This is an optimization exercise on Yosys and OpenROAD, whose aim is small area and a short achievable clock period, not a production implementation. Function was checked by simulation only, so behaviour that the tests miss may differ from the original. No activity file was given, so power comes from the tool's default toggle rates.

==> job 6164: inputs <==
==> flow/design.v <==
package cep_define;
typedef enum logic [11:0] {
    CSR_PMPCFG0   = 12'h3A0,
    CSR_PMPCFG1   = 12'h3A1,
    CSR_PMPCFG2   = 12'h3A2,
    CSR_PMPCFG3   = 12'h3A3,
    CSR_PMPADDR0  = 12'h3B0,
    CSR_PMPADDR1  = 12'h3B1,
    CSR_PMPADDR2  = 12'h3B2,
    CSR_PMPADDR3  = 12'h3B3,
    CSR_PMPADDR4  = 12'h3B4,
    CSR_PMPADDR5  = 12'h3B5,
    CSR_PMPADDR6  = 12'h3B6,
    CSR_PMPADDR7  = 12'h3B7,
    CSR_PMPADDR8  = 12'h3B8,
    CSR_PMPADDR9  = 12'h3B9,
    CSR_PMPADDR10 = 12'h3BA,
    CSR_PMPADDR11 = 12'h3BB,
    CSR_PMPADDR12 = 12'h3BC,
    CSR_PMPADDR13 = 12'h3BD,
    CSR_PMPADDR14 = 12'h3BE,
    CSR_PMPADDR15 = 12'h3BF
} pmp_csr_e;
typedef enum logic[1:0] { 
    OFF,
    TOR,
    NA4,
    NAPOT
 } mode;
typedef struct packed {
    logic        L;       
    logic [1:0]  reserved;  
    mode         A;       
    logic        X;       
    logic        W;       
    logic        R;       
} pmpcfg;
typedef enum logic[1:0] { 
   READ,
   WRITE,
   EXECUTE,
   NOTHING
} operations;
endpackage
module lt32 (
    input  logic [31:0] x, y,
    output logic        lt
);
    logic [31:0] g, p;
    logic [15:0] g1, p1;
    logic [7:0]  g2, p2;
    logic [3:0]  g3, p3;
    logic [1:0]  g4, p4;
    always_comb begin
        g = y & ~x;
        p = y | ~x;
        for (int b = 0; b < 16; b++) begin
            g1[b] = g[2*b+1] | (p[2*b+1] & g[2*b]);
            p1[b] = p[2*b+1] & p[2*b];
        end
        for (int b = 0; b < 8; b++) begin
            g2[b] = g1[2*b+1] | (p1[2*b+1] & g1[2*b]);
            p2[b] = p1[2*b+1] & p1[2*b];
        end
        for (int b = 0; b < 4; b++) begin
            g3[b] = g2[2*b+1] | (p2[2*b+1] & g2[2*b]);
            p3[b] = p2[2*b+1] & p2[2*b];
        end
        for (int b = 0; b < 2; b++) begin
            g4[b] = g3[2*b+1] | (p3[2*b+1] & g3[2*b]);
            p4[b] = p3[2*b+1] & p3[2*b];
        end
        lt = g4[1] | (p4[1] & g4[0]);
    end
endmodule
module pre_and32 (
    input  logic [31:0] x,
    output logic [32:0] pre
);
    logic [7:0] blk;
    logic [8:0] bp;
    assign bp[0] = 1'b1;
    for (genvar m = 0; m < 8; m++) begin : g_blk
        assign blk[m]  = &x[4*m +: 4];
        assign bp[m+1] = bp[m] & blk[m];
        assign pre[4*m]     = bp[m];
        assign pre[4*m + 1] = bp[m] & x[4*m];
        assign pre[4*m + 2] = bp[m] & x[4*m] & x[4*m+1];
        assign pre[4*m + 3] = bp[m] & x[4*m] & x[4*m+1] & x[4*m+2];
    end
    assign pre[32] = bp[8];
endmodule
module entry_cmp (
    input  logic [31:0] addr, e,
    input  logic [31:0] lob,         
    input  logic [31:0] u,           
    output logic        lower, below
);
    logic lt_lo;
    lt32 c_lo (.x(addr), .y(lob), .lt(lt_lo));
    lt32 c_hi (.x(e),    .y(u),   .lt(below));
    assign lower = ~lt_lo;
endmodule
module entry_reg (
    input  logic [31:0] a,
    input  logic [1:0]  mode,
    output logic [31:0] lob, u,
    output logic        valid,       
    output logic        up_all       
);
    logic [32:0] pre, pres;
    logic [31:0] as, ms, v2;
    logic        tor, na4, napot, inc, big, base_zero, cout;
    assign tor   = (mode == 2'd1);
    assign na4   = (mode == 2'd2);
    assign napot = (mode == 2'd3);
    assign inc   = na4 | napot;
    pre_and32 u_pre (.x(a), .pre);
    assign ms[0] = 1'b1;
    assign ms[1] = 1'b1;
    for (genvar b = 2; b < 32; b++) begin : g_ms
        assign ms[b] = napot & pre[b-2];
    end
    assign as = a | ms;
    pre_and32 u_pres (.x(as), .pre(pres));
    for (genvar b = 0; b < 32; b++) begin : g_u
        assign u[b] = lob[b] ^ (inc & ~ms[b] & pres[b]);
    end
    assign cout = inc & pres[32];
    assign v2[0] = a[0] & ~napot;
    assign v2[1] = a[1] & (~napot | ~pre[1]);
    for (genvar b = 2; b < 32; b++) begin : g_v2
        assign v2[b] = a[b] & napot & pre[b-2] & ~pre[b];
    end
    assign big       = napot & pre[29];             
    assign base_zero = ~(a[31] & ~pre[31]) & ~(a[30] & ~pre[30]);
    assign valid     = tor | (big ? base_zero : ~(cout & (|v2)));
    assign up_all    = big | cout;
    for (genvar b = 0; b < 32; b++) begin : g_lob
        assign lob[b] = a[b] & ~(napot & valid & pre[b]);
    end
endmodule
module pmp_match (
    input  logic [511:0] pmpaddr,      
    input  logic [127:0] pmpcfg,       
    input  logic [31:0]  addr,
    input  logic [1:0]   size, oper, priv_mode,
    output logic [1:0]   permission
);
    logic [31:0] e;
    logic        wrap;
    pmp_end u_end (.addr, .size, .e, .wrap);
    logic [15:0] match, grant, lower, below, valid, up_all;
    genvar i;
    generate
        for (i = 0; i < 16; i++) begin : g_entry
            logic [31:0] lob, u;
            logic [7:0]  cfg;
            logic        tor, lsel;
            assign cfg = pmpcfg[8*i +: 8];
            entry_reg u_reg (.a(pmpaddr[32*i +: 32]), .mode(cfg[4:3]), .lob, .u,
                             .valid(valid[i]), .up_all(up_all[i]));
            entry_cmp u_cmp (.addr, .e, .lob, .u, .lower(lower[i]), .below(below[i]));
            assign tor = (cfg[4:3] == 2'd1);
            if (i == 0) begin : g_l0
                assign lsel = tor | lower[0];
            end else begin : g_ln
                assign lsel = tor ? lower[i-1] : lower[i];
            end
            assign match[i] = (cfg[4:3] != 2'd0) && !wrap && valid[i] && lsel &&
                              (up_all[i] || below[i]);
            assign grant[i] = ((priv_mode == 2'b00) && !cfg[7]) ||
                              (oper == 2'd0 && cfg[0]) ||
                              (oper == 2'd1 && cfg[1]) ||
                              (oper == 2'd2 && cfg[2]);
        end
    endgenerate
    logic [15:0] m1, g1;
    logic [7:0]  m2, g2;
    logic [3:0]  m3, g3;
    logic [1:0]  m4, g4;
    always_comb begin
        for (int k = 0; k < 16; k++) begin
            m1[k] = match[k];
            g1[k] = grant[k];
        end
        for (int k = 0; k < 8; k++) begin
            m2[k] = m1[2*k] | m1[2*k+1];
            g2[k] = m1[2*k] ? g1[2*k] : g1[2*k+1];
        end
        for (int k = 0; k < 4; k++) begin
            m3[k] = m2[2*k] | m2[2*k+1];
            g3[k] = m2[2*k] ? g2[2*k] : g2[2*k+1];
        end
        for (int k = 0; k < 2; k++) begin
            m4[k] = m3[2*k] | m3[2*k+1];
            g4[k] = m3[2*k] ? g3[2*k] : g3[2*k+1];
        end
    end
    logic granted;
    assign granted    = m4[0] ? g4[0] : (m4[1] ? g4[1] : 1'b1);
    assign permission = granted ? 2'b11 : oper;
endmodule
module pmp_end (
    input  logic [31:0] addr,
    input  logic [1:0]  size,
    output logic [31:0] e,
    output logic        wrap
);
    logic [32:0] pre;          
    logic        c2;           
    pre_and32 u_pre (.x({2'b11, addr[31:2]}), .pre);
    assign e[0] = addr[0] ^ size[0];
    assign e[1] = addr[1] ^ size[1] ^ (addr[0] & size[0]);
    assign c2   = (addr[1] & size[1]) | ((addr[1] | size[1]) & addr[0] & size[0]);
    for (genvar b = 2; b < 32; b++) begin : g_e
        assign e[b] = addr[b] ^ (c2 & pre[b-2]);
    end
    assign wrap = c2 & pre[30];
endmodule
module pmp (
    input  logic                 clock, reset, wr_en,
    input  logic          [1:0]  oper, size, priv_mode,
    input  logic unsigned [31:0] addr, rw_addr,
    input  logic          [31:0] wdata,
    output logic          [31:0] rdata,
    output logic          [1:0]  permission
);
    logic [3:0][31:0]  pmpcfg;
    logic [15:0][31:0] pmpaddr;
    logic        csr_hi, is_cfg, is_addr, m0, wr_ok, rd_ok;
    logic [31:0] wd;
    assign csr_hi  = (rw_addr[31:6] == 26'hE);                                
    assign is_addr = csr_hi && (rw_addr[5:4] == 2'b11);                       
    assign is_cfg  = csr_hi && (rw_addr[5:4] == 2'b10) && (rw_addr[3:2] == 2'b00);  
    assign m0      = (priv_mode == 2'b00);
    assign wr_ok   = wr_en && m0;
    assign rd_ok   = !wr_en && m0;
    assign wd      = reset ? 32'b0 : wdata;
    always_ff @(posedge clock) begin
        for (int k = 0; k < 4; k++)
            if (reset || (wr_ok && is_cfg && rw_addr[1:0] == k &&
                          !(pmpcfg[k][7] || pmpcfg[k][15] || pmpcfg[k][23] || pmpcfg[k][31])))
                pmpcfg[k] <= wd;
        for (int k = 0; k < 16; k++)
            if (reset || (wr_ok && is_addr && rw_addr[3:0] == k && !pmpcfg[k/4][8*(k%4)+7]))
                pmpaddr[k] <= wd;
    end
    logic [31:0] ra, rc;
    assign ra    = pmpaddr[rw_addr[3:0]];
    assign rc    = pmpcfg[rw_addr[1:0]];
    assign rdata = (rd_ok && is_addr) ? ra : (rd_ok && is_cfg) ? rc : 32'b0;
    pmp_match u_match (.pmpaddr(pmpaddr), .pmpcfg(pmpcfg), .addr, .size, .oper, .priv_mode,
                       .permission);
endmodule
==> flow/flow/run.sh <==
#!/bin/bash
# Own flow: the standard layout (standard.sh), with one change to synthesis:
# ABC maps for area ("map -a", keeping the balanced structure the RTL describes) instead of
# the delay script, and adders are left to ABC instead of being extracted into
# half/full-adder cells. Everything else (floorplan, power grid, placement,
# CTS, routing) is the standard flow, with repair_timing asked for more slack.
set -euo pipefail
W=$PWD
S=$W/scripts_area
rm -rf "$S"
cp -r "$FLOW_HOME/scripts" "$S"
cp "$W/flow/abc_area_map.script" "$S/abc_speed.script"
sed -i 's/^  extract_fa {\*}\[dont_use_extract_fa_args\]$/  # extract_fa skipped by this flow/' "$S/synth.tcl"
grep -q "extract_fa skipped by this flow" "$S/synth.tcl"
# repair_timing aims for 7 ns of setup slack (the 18 ns clock and the SDC are unchanged)
bash standard.sh finish SCRIPTS_DIR="$S" SETUP_SLACK_MARGIN=7 > "$W/standard_flow.log" 2>&1
==> flow/flow/abc_area_map.script <==
strash
map -a
topo
==> flow/standard.sh <==
#!/bin/bash
# synth_recipe.tcl (not shown) runs the flow's synth.tcl, then flattens the netlist and writes it again
# the make line also repeats each setting of config.mk as NAME=value (left out here)
make -C /OpenROAD-flow-scripts/flow DESIGN_CONFIG=/design/flow/config.mk WORK_HOME=/design/flow/orfs CLKGATE_MAP_FILE= SYNTH_SCRIPT=/design/flow/synth_recipe.tcl "${@:-finish}"
==> flow/config.mk <==
export PLATFORM = sky130hd
export DESIGN_NAME = pmp
export DESIGN_NICKNAME = pmp
export VERILOG_FILES = /design/flow/design.v
export SDC_FILE = /design/flow/constraint.sdc
export NUM_CORES = 4
export LEC_CHECK = 0
export CAP_MARGIN = 20
export CORE_MARGIN = 2
export CORE_UTILIZATION = 40
export PLACE_DENSITY = 0.55
export SLEW_MARGIN = 20
==> flow/constraint.sdc <==
create_clock -name core_clock -period 18.0 [get_ports {clock}]
set_input_delay 3.6000 -clock core_clock [delete_from_list [all_inputs] [get_ports {clock}]]
set_output_delay 3.6000 -clock core_clock [all_outputs]
set_load 0.01 [all_outputs]
==> inputs of job 5098, as changes to job 6164 <==
--- a/flow/design.v
+++ b/flow/design.v
@@ -90,6 +90,24 @@
     end
     assign pre[32] = bp[8];
 endmodule
+module pre_and32_fast (
+    input  logic [31:0] x,
+    output logic [32:0] pre
+);
+    logic [31:0] l [0:5];
+    always_comb begin
+        l[0] = x;
+        for (int k = 0; k < 5; k++)
+            for (int b = 0; b < 32; b++)
+                if ((b >> k) & 1)
+                    l[k+1][b] = l[k][b] & l[k][((b >> k) << k) - 1];
+                else
+                    l[k+1][b] = l[k][b];
+        pre[0] = 1'b1;
+        for (int b = 0; b < 32; b++)
+            pre[b+1] = l[5][b];
+    end
+endmodule
 module entry_cmp (
     input  logic [31:0] addr, e,
     input  logic [31:0] lob,         
@@ -209,7 +227,7 @@
 );
     logic [32:0] pre;          
     logic        c2;           
-    pre_and32 u_pre (.x({2'b11, addr[31:2]}), .pre);
+    pre_and32_fast u_pre (.x({2'b11, addr[31:2]}), .pre);
     assign e[0] = addr[0] ^ size[0];
     assign e[1] = addr[1] ^ size[1] ^ (addr[0] & size[0]);
     assign c2   = (addr[1] & size[1]) | ((addr[1] | size[1]) & addr[0] & size[0]);
--- a/flow/flow/run.sh
+++ b/flow/flow/run.sh
@@ -12,5 +12,7 @@
 cp "$W/flow/abc_area_map.script" "$S/abc_speed.script"
 sed -i 's/^  extract_fa {\*}\[dont_use_extract_fa_args\]$/  # extract_fa skipped by this flow/' "$S/synth.tcl"
 grep -q "extract_fa skipped by this flow" "$S/synth.tcl"
-# repair_timing aims for 7 ns of setup slack (the 18 ns clock and the SDC are unchanged)
-bash standard.sh finish SCRIPTS_DIR="$S" SETUP_SLACK_MARGIN=7 > "$W/standard_flow.log" 2>&1
+# repair_timing aims for 7 ns of setup slack (the 18 ns clock and the SDC are unchanged);
+# every port still gets its own buffer, a buf_2 instead of the default delay buffer
+bash standard.sh finish SCRIPTS_DIR="$S" SETUP_SLACK_MARGIN=7 \
+    BUFFER_PORTS_ARGS="-buffer_cell sky130_fd_sc_hd__buf_2" > "$W/standard_flow.log" 2>&1
==> summary.md <==
| Metric | Value |
|---|---|
| Inverters, non-clock | `1332` |
| Achievable Freq | `85.5 MHz` |
| Layout check faults | `capacitance limit, slew limit` |
| Fin util | `0.538` |
| Status | `complete, but fails checks` |
| Max-slew violations | `1` |
| Metal3 WL | `80.1 mm` |
| Max cap viols | `2` |
Source of the figures above: job 6164

==> summary.md <==
| Metric | Value |
|---|---|
| Status | `no timing/DRC/antenna violations` |
| CP Buf/Inv Count | `9` |
| Clk network pwr share | `0.301` |
| Largest registers | `pmpaddr x512, pmpcfg x128` |
| Metal3 WL | `68.2 mm` |
| Total clock sinks | `640` |
| Max FFs per register | `512` |
| Max-slew violations | `0` |
| Post-synth top area cell | `edfxtp_1` |
| Max cap viols | `0` |
| Inverters, non-clock | `1337` |
| Fin util | `0.526` |
Source of the figures above: job 5098



==> violet <==
pmp, a different RTL version from the one above (not shown whole).
==> module pre_and32, before the edit <==
module pre_and32 (
    input  logic [31:0] x,
    output logic [32:0] pre
);
    logic [7:0] blk;
    logic [8:0] bp;
    assign bp[0] = 1'b1;
    for (genvar m = 0; m < 8; m++) begin : g_blk
        assign blk[m]  = &x[4*m +: 4];
        assign bp[m+1] = bp[m] & blk[m];
        assign pre[4*m]     = bp[m];
        assign pre[4*m + 1] = bp[m] & x[4*m];
        assign pre[4*m + 2] = bp[m] & x[4*m] & x[4*m+1];
        assign pre[4*m + 3] = bp[m] & x[4*m] & x[4*m+1] & x[4*m+2];
    end
    assign pre[32] = bp[8];
endmodule
==> module entry_reg, before the edit <==
module entry_reg (
    input  logic [31:0] a,
    input  logic [1:0]  mode,
    output logic [31:0] lob, u,
    output logic        valid,       
    output logic        up_all       
);
    logic [32:0] pre, pres;
    logic [31:0] am, as, ms, v2;
    logic        tor, na4, napot, inc, big, base_zero, cout;
    assign tor   = (mode == 2'd1);
    assign na4   = (mode == 2'd2);
    assign napot = (mode == 2'd3);
    assign inc   = na4 | napot;
    pre_and32 u_pre (.x(a), .pre);
    assign ms[0] = 1'b1;
    assign ms[1] = 1'b1;
    for (genvar b = 2; b < 32; b++) begin : g_ms
        assign ms[b] = napot & pre[b-2];
    end
    for (genvar b = 0; b < 32; b++) begin : g_am
        assign am[b] = a[b] & ~(napot & pre[b]);
    end
    assign as = a | ms;
    pre_and32 u_pres (.x(as), .pre(pres));
    for (genvar b = 0; b < 32; b++) begin : g_u
        assign u[b] = am[b] ^ (inc & ~ms[b] & pres[b]);
    end
    assign cout = inc & pres[32];
    assign v2[0] = a[0] & ~napot;
    assign v2[1] = a[1] & (~napot | ~pre[1]);
    for (genvar b = 2; b < 32; b++) begin : g_v2
        assign v2[b] = a[b] & napot & pre[b-2] & ~pre[b];
    end
    assign big       = napot & pre[29];             
    assign base_zero = ~(a[31] & ~pre[31]) & ~(a[30] & ~pre[30]);
    assign valid     = tor | (big ? base_zero : ~(cout & (|v2)));
    assign up_all    = big | cout;
    for (genvar b = 0; b < 32; b++) begin : g_lob
        assign lob[b] = a[b] & ~(napot & valid & pre[b]);
    end
endmodule
==> module pmp_match, before the edit <==
module pmp_match (
    input  logic [511:0] pmpaddr,      
    input  logic [127:0] pmpcfg,       
    input  logic [31:0]  addr,
    input  logic [1:0]   size, oper, priv_mode,
    output logic [1:0]   permission
);
    logic [31:0] e;
    logic        wrap;
    pmp_end u_end (.addr, .size, .e, .wrap);
    logic [15:0] match, grant, lower, below, valid, up_all;
    genvar i;
    generate
        for (i = 0; i < 16; i++) begin : g_entry
            logic [31:0] lob, u;
            logic [7:0]  cfg;
            logic        tor, lsel;
            assign cfg = pmpcfg[8*i +: 8];
            entry_reg u_reg (.a(pmpaddr[32*i +: 32]), .mode(cfg[4:3]), .lob, .u,
                             .valid(valid[i]), .up_all(up_all[i]));
            entry_cmp u_cmp (.addr, .e, .lob, .u, .lower(lower[i]), .below(below[i]));
            assign tor = (cfg[4:3] == 2'd1);
            if (i == 0) begin : g_l0
                assign lsel = tor | lower[0];
            end else begin : g_ln
                assign lsel = tor ? lower[i-1] : lower[i];
            end
            assign match[i] = (cfg[4:3] != 2'd0) && !wrap && valid[i] && lsel &&
                              (up_all[i] || below[i]);
            assign grant[i] = ((priv_mode == 2'b00) && !cfg[7]) ||
                              (oper == 2'd0 && cfg[0]) ||
                              (oper == 2'd1 && cfg[1]) ||
                              (oper == 2'd2 && cfg[2]);
        end
    endgenerate
    logic [15:0] m1, g1;
    logic [7:0]  m2, g2;
    logic [3:0]  m3, g3;
    logic [1:0]  m4, g4;
    always_comb begin
        for (int k = 0; k < 16; k++) begin
            m1[k] = match[k];
            g1[k] = grant[k];
        end
        for (int k = 0; k < 8; k++) begin
            m2[k] = m1[2*k] | m1[2*k+1];
            g2[k] = m1[2*k] ? g1[2*k] : g1[2*k+1];
        end
        for (int k = 0; k < 4; k++) begin
            m3[k] = m2[2*k] | m2[2*k+1];
            g3[k] = m2[2*k] ? g2[2*k] : g2[2*k+1];
        end
        for (int k = 0; k < 2; k++) begin
            m4[k] = m3[2*k] | m3[2*k+1];
            g4[k] = m3[2*k] ? g3[2*k] : g3[2*k+1];
        end
    end
    logic granted;
    assign granted    = m4[0] ? g4[0] : (m4[1] ? g4[1] : 1'b1);
    assign permission = granted ? 2'b11 : oper;
endmodule
==> module pmp_end, before the edit <==
module pmp_end (
    input  logic [31:0] addr,
    input  logic [1:0]  size,
    output logic [31:0] e,
    output logic        wrap
);
    logic [32:0] pre;          
    logic        c2;           
    pre_and32 u_pre (.x({2'b11, addr[31:2]}), .pre);
    assign e[0] = addr[0] ^ size[0];
    assign e[1] = addr[1] ^ size[1] ^ (addr[0] & size[0]);
    assign c2   = (addr[1] & size[1]) | ((addr[1] | size[1]) & addr[0] & size[0]);
    for (genvar b = 2; b < 32; b++) begin : g_e
        assign e[b] = addr[b] ^ (c2 & pre[b-2]);
    end
    assign wrap = c2 & pre[30];
endmodule
export LEC_CHECK = 0
export CAP_MARGIN = 20
export CORE_MARGIN = 2
export CORE_UTILIZATION = 40
export PLACE_DENSITY = 0.55
export SETUP_SLACK_MARGIN = 5
export SLEW_MARGIN = 20
create_clock -name core_clock -period 18.0 [get_ports {clock}]
standard.sh (not shown) runs the stock make flow with config.mk's settings and CLKGATE_MAP_FILE= SYNTH_SCRIPT=/design/flow/synth_recipe.tcl, a recipe that flattens the netlist after the stock synthesis.
==> flow/flow/run.sh <==
#!/bin/bash
# Own flow: the standard layout (standard.sh), with one change to synthesis:
# ABC maps for area ("map -a", keeping the balanced structure the RTL describes) instead of
# the delay script, and adders are left to ABC instead of being extracted into
# half/full-adder cells. Everything else (floorplan, power grid, placement,
# CTS, routing) is the standard flow.
set -euo pipefail
W=$PWD
S=$W/scripts_area
rm -rf "$S"
cp -r "$FLOW_HOME/scripts" "$S"
cp "$W/flow/abc_area_map.script" "$S/abc_speed.script"
sed -i 's/^  extract_fa {\*}\[dont_use_extract_fa_args\]$/  # extract_fa skipped by this flow/' "$S/synth.tcl"
grep -q "extract_fa skipped by this flow" "$S/synth.tcl"
bash standard.sh finish SCRIPTS_DIR="$S" > "$W/standard_flow.log" 2>&1
==> flow/flow/abc_area_map.script <==
strash
map -a
topo
==> quartz (differences from violet) <==
--- a/flow/design.v
+++ b/flow/design.v
@@ -74,21 +74,4 @@
     end
 endmodule
-module pre_and32 (
-    input  logic [31:0] x,
-    output logic [32:0] pre
-);
-    logic [7:0] blk;
-    logic [8:0] bp;
-    assign bp[0] = 1'b1;
-    for (genvar m = 0; m < 8; m++) begin : g_blk
-        assign blk[m]  = &x[4*m +: 4];
-        assign bp[m+1] = bp[m] & blk[m];
-        assign pre[4*m]     = bp[m];
-        assign pre[4*m + 1] = bp[m] & x[4*m];
-        assign pre[4*m + 2] = bp[m] & x[4*m] & x[4*m+1];
-        assign pre[4*m + 3] = bp[m] & x[4*m] & x[4*m+1] & x[4*m+2];
-    end
-    assign pre[32] = bp[8];
-endmodule
 module entry_cmp (
     input  logic [31:0] addr, e,
@@ -109,35 +92,34 @@
     output logic        up_all       
 );
-    logic [32:0] pre, pres;
-    logic [31:0] am, as, ms, v2;
-    logic        tor, na4, napot, inc, big, base_zero, cout;
-    assign tor   = (mode == 2'd1);
+    logic [31:0] am;
+    logic [32:0] pre, c;
+    logic        na4, napot, big, cout, base_zero;
     assign na4   = (mode == 2'd2);
     assign napot = (mode == 2'd3);
-    assign inc   = na4 | napot;
-    pre_and32 u_pre (.x(a), .pre);
-    assign ms[0] = 1'b1;
-    assign ms[1] = 1'b1;
-    for (genvar b = 2; b < 32; b++) begin : g_ms
-        assign ms[b] = napot & pre[b-2];
-    end
-    for (genvar b = 0; b < 32; b++) begin : g_am
+    assign pre[0] = 1'b1;
+    for (genvar b = 0; b < 32; b++) begin : g_pre
+        assign pre[b+1] = pre[b] & a[b];
         assign am[b] = a[b] & ~(napot & pre[b]);
     end
-    assign as = a | ms;
-    pre_and32 u_pres (.x(as), .pre(pres));
+    assign c[0] = 1'b0;
+    for (genvar b = 1; b <= 32; b++) begin : g_inc
+        logic st;
+        if (b == 2) begin : g_s2
+            assign st = na4;
+        end else if (b >= 3 && b < 32) begin : g_sn
+            assign st = napot & pre[b-3] & ~a[b-3];
+        end else begin : g_s0
+            assign st = 1'b0;
+        end
+        assign c[b] = st | (c[b-1] & a[b-1]);
+    end
     for (genvar b = 0; b < 32; b++) begin : g_u
-        assign u[b] = am[b] ^ (inc & ~ms[b] & pres[b]);
-    end
-    assign cout = inc & pres[32];
-    assign v2[0] = a[0] & ~napot;
-    assign v2[1] = a[1] & (~napot | ~pre[1]);
-    for (genvar b = 2; b < 32; b++) begin : g_v2
-        assign v2[b] = a[b] & napot & pre[b-2] & ~pre[b];
-    end
+        assign u[b] = am[b] ^ c[b];
+    end
+    assign cout      = c[32];
     assign big       = napot & pre[29];             
-    assign base_zero = ~(a[31] & ~pre[31]) & ~(a[30] & ~pre[30]);
-    assign valid     = tor | (big ? base_zero : ~(cout & (|v2)));
-    assign up_all    = big | cout;
+    assign base_zero = ~(am[31] | am[30]);
+    assign valid     = big ? base_zero : (~cout | (u == 32'b0));
+    assign up_all    = cout | big;
     for (genvar b = 0; b < 32; b++) begin : g_lob
         assign lob[b] = a[b] & ~(napot & valid & pre[b]);
@@ -179,28 +161,10 @@
         end
     endgenerate
-    logic [15:0] m1, g1;
-    logic [7:0]  m2, g2;
-    logic [3:0]  m3, g3;
-    logic [1:0]  m4, g4;
+    logic granted;
     always_comb begin
-        for (int k = 0; k < 16; k++) begin
-            m1[k] = match[k];
-            g1[k] = grant[k];
-        end
-        for (int k = 0; k < 8; k++) begin
-            m2[k] = m1[2*k] | m1[2*k+1];
-            g2[k] = m1[2*k] ? g1[2*k] : g1[2*k+1];
-        end
-        for (int k = 0; k < 4; k++) begin
-            m3[k] = m2[2*k] | m2[2*k+1];
-            g3[k] = m2[2*k] ? g2[2*k] : g2[2*k+1];
-        end
-        for (int k = 0; k < 2; k++) begin
-            m4[k] = m3[2*k] | m3[2*k+1];
-            g4[k] = m3[2*k] ? g3[2*k] : g3[2*k+1];
-        end
-    end
-    logic granted;
-    assign granted    = m4[0] ? g4[0] : (m4[1] ? g4[1] : 1'b1);
+        granted = 1'b1;       
+        for (int k = 15; k >= 0; k--)
+            if (match[k]) granted = grant[k];
+    end
     assign permission = granted ? 2'b11 : oper;
 endmodule
@@ -211,14 +175,15 @@
     output logic        wrap
 );
-    logic [32:0] pre;          
-    logic        c2;           
-    pre_and32 u_pre (.x({2'b11, addr[31:2]}), .pre);
-    assign e[0] = addr[0] ^ size[0];
-    assign e[1] = addr[1] ^ size[1] ^ (addr[0] & size[0]);
-    assign c2   = (addr[1] & size[1]) | ((addr[1] | size[1]) & addr[0] & size[0]);
+    logic [32:2] cy;           
+    assign e[0]  = addr[0] ^ size[0];
+    assign e[1]  = addr[1] ^ size[1] ^ (addr[0] & size[0]);
+    assign cy[2] = (addr[1] & size[1]) | ((addr[1] | size[1]) & addr[0] & size[0]);
+    for (genvar b = 3; b <= 32; b++) begin : g_cy
+        assign cy[b] = cy[2] & (&addr[b-1:2]);
+    end
     for (genvar b = 2; b < 32; b++) begin : g_e
-        assign e[b] = addr[b] ^ (c2 & pre[b-2]);
-    end
-    assign wrap = c2 & pre[30];
+        assign e[b] = addr[b] ^ cy[b];
+    end
+    assign wrap = cy[32];
 endmodule
 module pmp (
==> flow/run.sh (new file) <==
#!/bin/bash
# synth_recipe.tcl (not shown) runs the flow's synth.tcl, then flattens the netlist and writes it again
# the make line also repeats each setting of config.mk as NAME=value (left out here)
make -C /OpenROAD-flow-scripts/flow DESIGN_CONFIG=/design/flow/config.mk WORK_HOME=/design/flow/orfs CLKGATE_MAP_FILE= SYNTH_SCRIPT=/design/flow/synth_recipe.tcl finish
- ABC_AREA: not set -> 1
- CORE_UTILIZATION: 40 -> 25
- PLACE_DENSITY: 0.55 -> 0.35
- SETUP_SLACK_MARGIN: 5 -> not set
- SYNTH_HIERARCHICAL: not set -> 1
- SYNTH_MINIMUM_KEEP_SIZE: not set -> 0
removed: flow/flow/run.sh
removed: flow/flow/abc_area_map.script
removed: flow/standard.sh
==> harbor (differences from violet) <==
--- a/flow/design.v
+++ b/flow/design.v
@@ -91,4 +91,22 @@
     assign pre[32] = bp[8];
 endmodule
+module pre_and32_fast (
+    input  logic [31:0] x,
+    output logic [32:0] pre
+);
+    logic [31:0] l [0:5];
+    always_comb begin
+        l[0] = x;
+        for (int k = 0; k < 5; k++)
+            for (int b = 0; b < 32; b++)
+                if ((b >> k) & 1)
+                    l[k+1][b] = l[k][b] & l[k][((b >> k) << k) - 1];
+                else
+                    l[k+1][b] = l[k][b];
+        pre[0] = 1'b1;
+        for (int b = 0; b < 32; b++)
+            pre[b+1] = l[5][b];
+    end
+endmodule
 module entry_cmp (
     input  logic [31:0] addr, e,
@@ -110,5 +128,5 @@
 );
     logic [32:0] pre, pres;
-    logic [31:0] am, as, ms, v2;
+    logic [31:0] as, ms, v2;
     logic        tor, na4, napot, inc, big, base_zero, cout;
     assign tor   = (mode == 2'd1);
@@ -122,11 +140,8 @@
         assign ms[b] = napot & pre[b-2];
     end
-    for (genvar b = 0; b < 32; b++) begin : g_am
-        assign am[b] = a[b] & ~(napot & pre[b]);
-    end
     assign as = a | ms;
     pre_and32 u_pres (.x(as), .pre(pres));
     for (genvar b = 0; b < 32; b++) begin : g_u
-        assign u[b] = am[b] ^ (inc & ~ms[b] & pres[b]);
+        assign u[b] = lob[b] ^ (inc & ~ms[b] & pres[b]);
     end
     assign cout = inc & pres[32];
@@ -213,5 +228,5 @@
     logic [32:0] pre;          
     logic        c2;           
-    pre_and32 u_pre (.x({2'b11, addr[31:2]}), .pre);
+    pre_and32_fast u_pre (.x({2'b11, addr[31:2]}), .pre);
     assign e[0] = addr[0] ^ size[0];
     assign e[1] = addr[1] ^ size[1] ^ (addr[0] & size[0]);
==> flow/flow/run.sh (replaced) <==
#!/bin/bash
# Own flow: the standard layout (standard.sh), with one change to synthesis:
# ABC maps for area ("&nf -R 1000", keeping the balanced structure the RTL describes) instead of
# the delay script, and adders are left to ABC instead of being extracted into
# half/full-adder cells. Everything else (floorplan, power grid, placement,
# CTS, routing) is the standard flow, with repair_timing asked for more slack.
set -euo pipefail
W=$PWD
S=$W/scripts_area
rm -rf "$S"
cp -r "$FLOW_HOME/scripts" "$S"
cp "$W/flow/abc_area_map.script" "$S/abc_speed.script"
sed -i 's/^  extract_fa {\*}\[dont_use_extract_fa_args\]$/  # extract_fa skipped by this flow/' "$S/synth.tcl"
grep -q "extract_fa skipped by this flow" "$S/synth.tcl"
# repair_timing aims for 6 ns of setup slack (the 18 ns clock and the SDC are unchanged);
# every port still gets its own buffer, a buf_2 instead of the default delay buffer
bash standard.sh finish SCRIPTS_DIR="$S" SETUP_SLACK_MARGIN=6 \
    BUFFER_PORTS_ARGS="-buffer_cell sky130_fd_sc_hd__buf_2" > "$W/standard_flow.log" 2>&1
==> flow/flow/abc_area_map.script (replaced) <==
strash
&get -n
&nf -R 1000
&put
topo
- CAP_MARGIN: 20 -> 40
- SETUP_SLACK_MARGIN: 5 -> not set
- SLEW_MARGIN: 20 -> 40
==> maple (differences from violet) <==
--- a/flow/design.v
+++ b/flow/design.v
@@ -91,4 +91,22 @@
     assign pre[32] = bp[8];
 endmodule
+module pre_and32_fast (
+    input  logic [31:0] x,
+    output logic [32:0] pre
+);
+    logic [31:0] l [0:5];
+    always_comb begin
+        l[0] = x;
+        for (int k = 0; k < 5; k++)
+            for (int b = 0; b < 32; b++)
+                if ((b >> k) & 1)
+                    l[k+1][b] = l[k][b] & l[k][((b >> k) << k) - 1];
+                else
+                    l[k+1][b] = l[k][b];
+        pre[0] = 1'b1;
+        for (int b = 0; b < 32; b++)
+            pre[b+1] = l[5][b];
+    end
+endmodule
 module entry_cmp (
     input  logic [31:0] addr, e,
@@ -110,5 +128,5 @@
 );
     logic [32:0] pre, pres;
-    logic [31:0] am, as, ms, v2;
+    logic [31:0] as, ms, v2;
     logic        tor, na4, napot, inc, big, base_zero, cout;
     assign tor   = (mode == 2'd1);
@@ -122,11 +140,8 @@
         assign ms[b] = napot & pre[b-2];
     end
-    for (genvar b = 0; b < 32; b++) begin : g_am
-        assign am[b] = a[b] & ~(napot & pre[b]);
-    end
     assign as = a | ms;
     pre_and32 u_pres (.x(as), .pre(pres));
     for (genvar b = 0; b < 32; b++) begin : g_u
-        assign u[b] = am[b] ^ (inc & ~ms[b] & pres[b]);
+        assign u[b] = lob[b] ^ (inc & ~ms[b] & pres[b]);
     end
     assign cout = inc & pres[32];
@@ -213,5 +228,5 @@
     logic [32:0] pre;          
     logic        c2;           
-    pre_and32 u_pre (.x({2'b11, addr[31:2]}), .pre);
+    pre_and32_fast u_pre (.x({2'b11, addr[31:2]}), .pre);
     assign e[0] = addr[0] ^ size[0];
     assign e[1] = addr[1] ^ size[1] ^ (addr[0] & size[0]);
--- a/flow/flow/run.sh
+++ b/flow/flow/run.sh
@@ -4,5 +4,5 @@
 # the delay script, and adders are left to ABC instead of being extracted into
 # half/full-adder cells. Everything else (floorplan, power grid, placement,
-# CTS, routing) is the standard flow.
+# CTS, routing) is the standard flow, with repair_timing asked for more slack.
 set -euo pipefail
 W=$PWD
@@ -13,3 +13,6 @@
 sed -i 's/^  extract_fa {\*}\[dont_use_extract_fa_args\]$/  # extract_fa skipped by this flow/' "$S/synth.tcl"
 grep -q "extract_fa skipped by this flow" "$S/synth.tcl"
-bash standard.sh finish SCRIPTS_DIR="$S" > "$W/standard_flow.log" 2>&1
+# repair_timing aims for 6 ns of setup slack (the 18 ns clock and the SDC are unchanged);
+# every port still gets its own buffer, a buf_2 instead of the default delay buffer
+bash standard.sh finish SCRIPTS_DIR="$S" SETUP_SLACK_MARGIN=6 \
+    BUFFER_PORTS_ARGS="-buffer_cell sky130_fd_sc_hd__buf_2" > "$W/standard_flow.log" 2>&1
- CAP_MARGIN: 20 -> 40
- SETUP_SLACK_MARGIN: 5 -> not set
- SLEW_MARGIN: 20 -> 40
==> notes <==
In maple the via count is lower than in quartz, by 1.4%.
Clock skew: violet < harbor < maple < quartz.
Against harbor, the register-to-register slack of quartz is lower by 0.18 ns.
The highest synthesized cell count belongs to quartz, the lowest to harbor.
In harbor the power is lower than in maple, by 0.65%.
Non-clock buffer count, highest first: harbor, maple, violet, quartz.
First-iteration DRC count: maple > harbor > violet > quartz.
The highest global-route usage belongs to maple, the lowest to quartz.
The lowest die area belongs to harbor, the highest to quartz.
Worst setup slack: quartz < violet < harbor < maple.

-- afterwards: timing with drivers on the ports --
How much do the figures lean on ideal ports? The routed layouts below were timed once more, with nothing changed but the port constraints.
Step 1 (the two cells are an assumption about what drives the block):
set clk [get_ports {clock}]
set_driving_cell -lib_cell sky130_fd_sc_hd__clkbuf_16 $clk
set_driving_cell -lib_cell sky130_fd_sc_hd__buf_2 [delete_from_list [all_inputs] $clk]
Step 2 times the ports against the registers' clock, not the clock port: input delays grow and output delays shrink by t, the midpoint of the rising clock arrivals with the driver on.
a / b / c = ideal ports / drivers / drivers and shift; a / b = the first two.
| run | t (ns) | slack for setup (ns) | worst hold slack (ns) |
|---|---|---|---|
| job 6164 | 0.869 | 6.308 / 6.266 / 6.266 | 0.916 / 0.916 / 0.916 |
| job 5098 | 0.845 | 6.244 / 6.166 / 6.166 | 0.894 / 0.894 / 0.894 |
| violet | 0.855 | 5.214 / 5.192 / 5.192 | 0.870 / 0.870 / 0.870 |
| quartz | 0.971 | 3.010 / 2.897 / 3.868 | 1.059 / 1.059 / 1.059 |
| harbor | 0.818 | 5.811 / 5.627 / 5.627 | 1.040 / 1.040 / 1.040 |
| maple | 0.877 | 5.829 / 5.804 / 5.804 | 0.836 / 0.836 / 0.836 |
The setup slack of harbor, which loses most, moves by -0.184 ns with the drivers and by -0.184 ns with both steps.
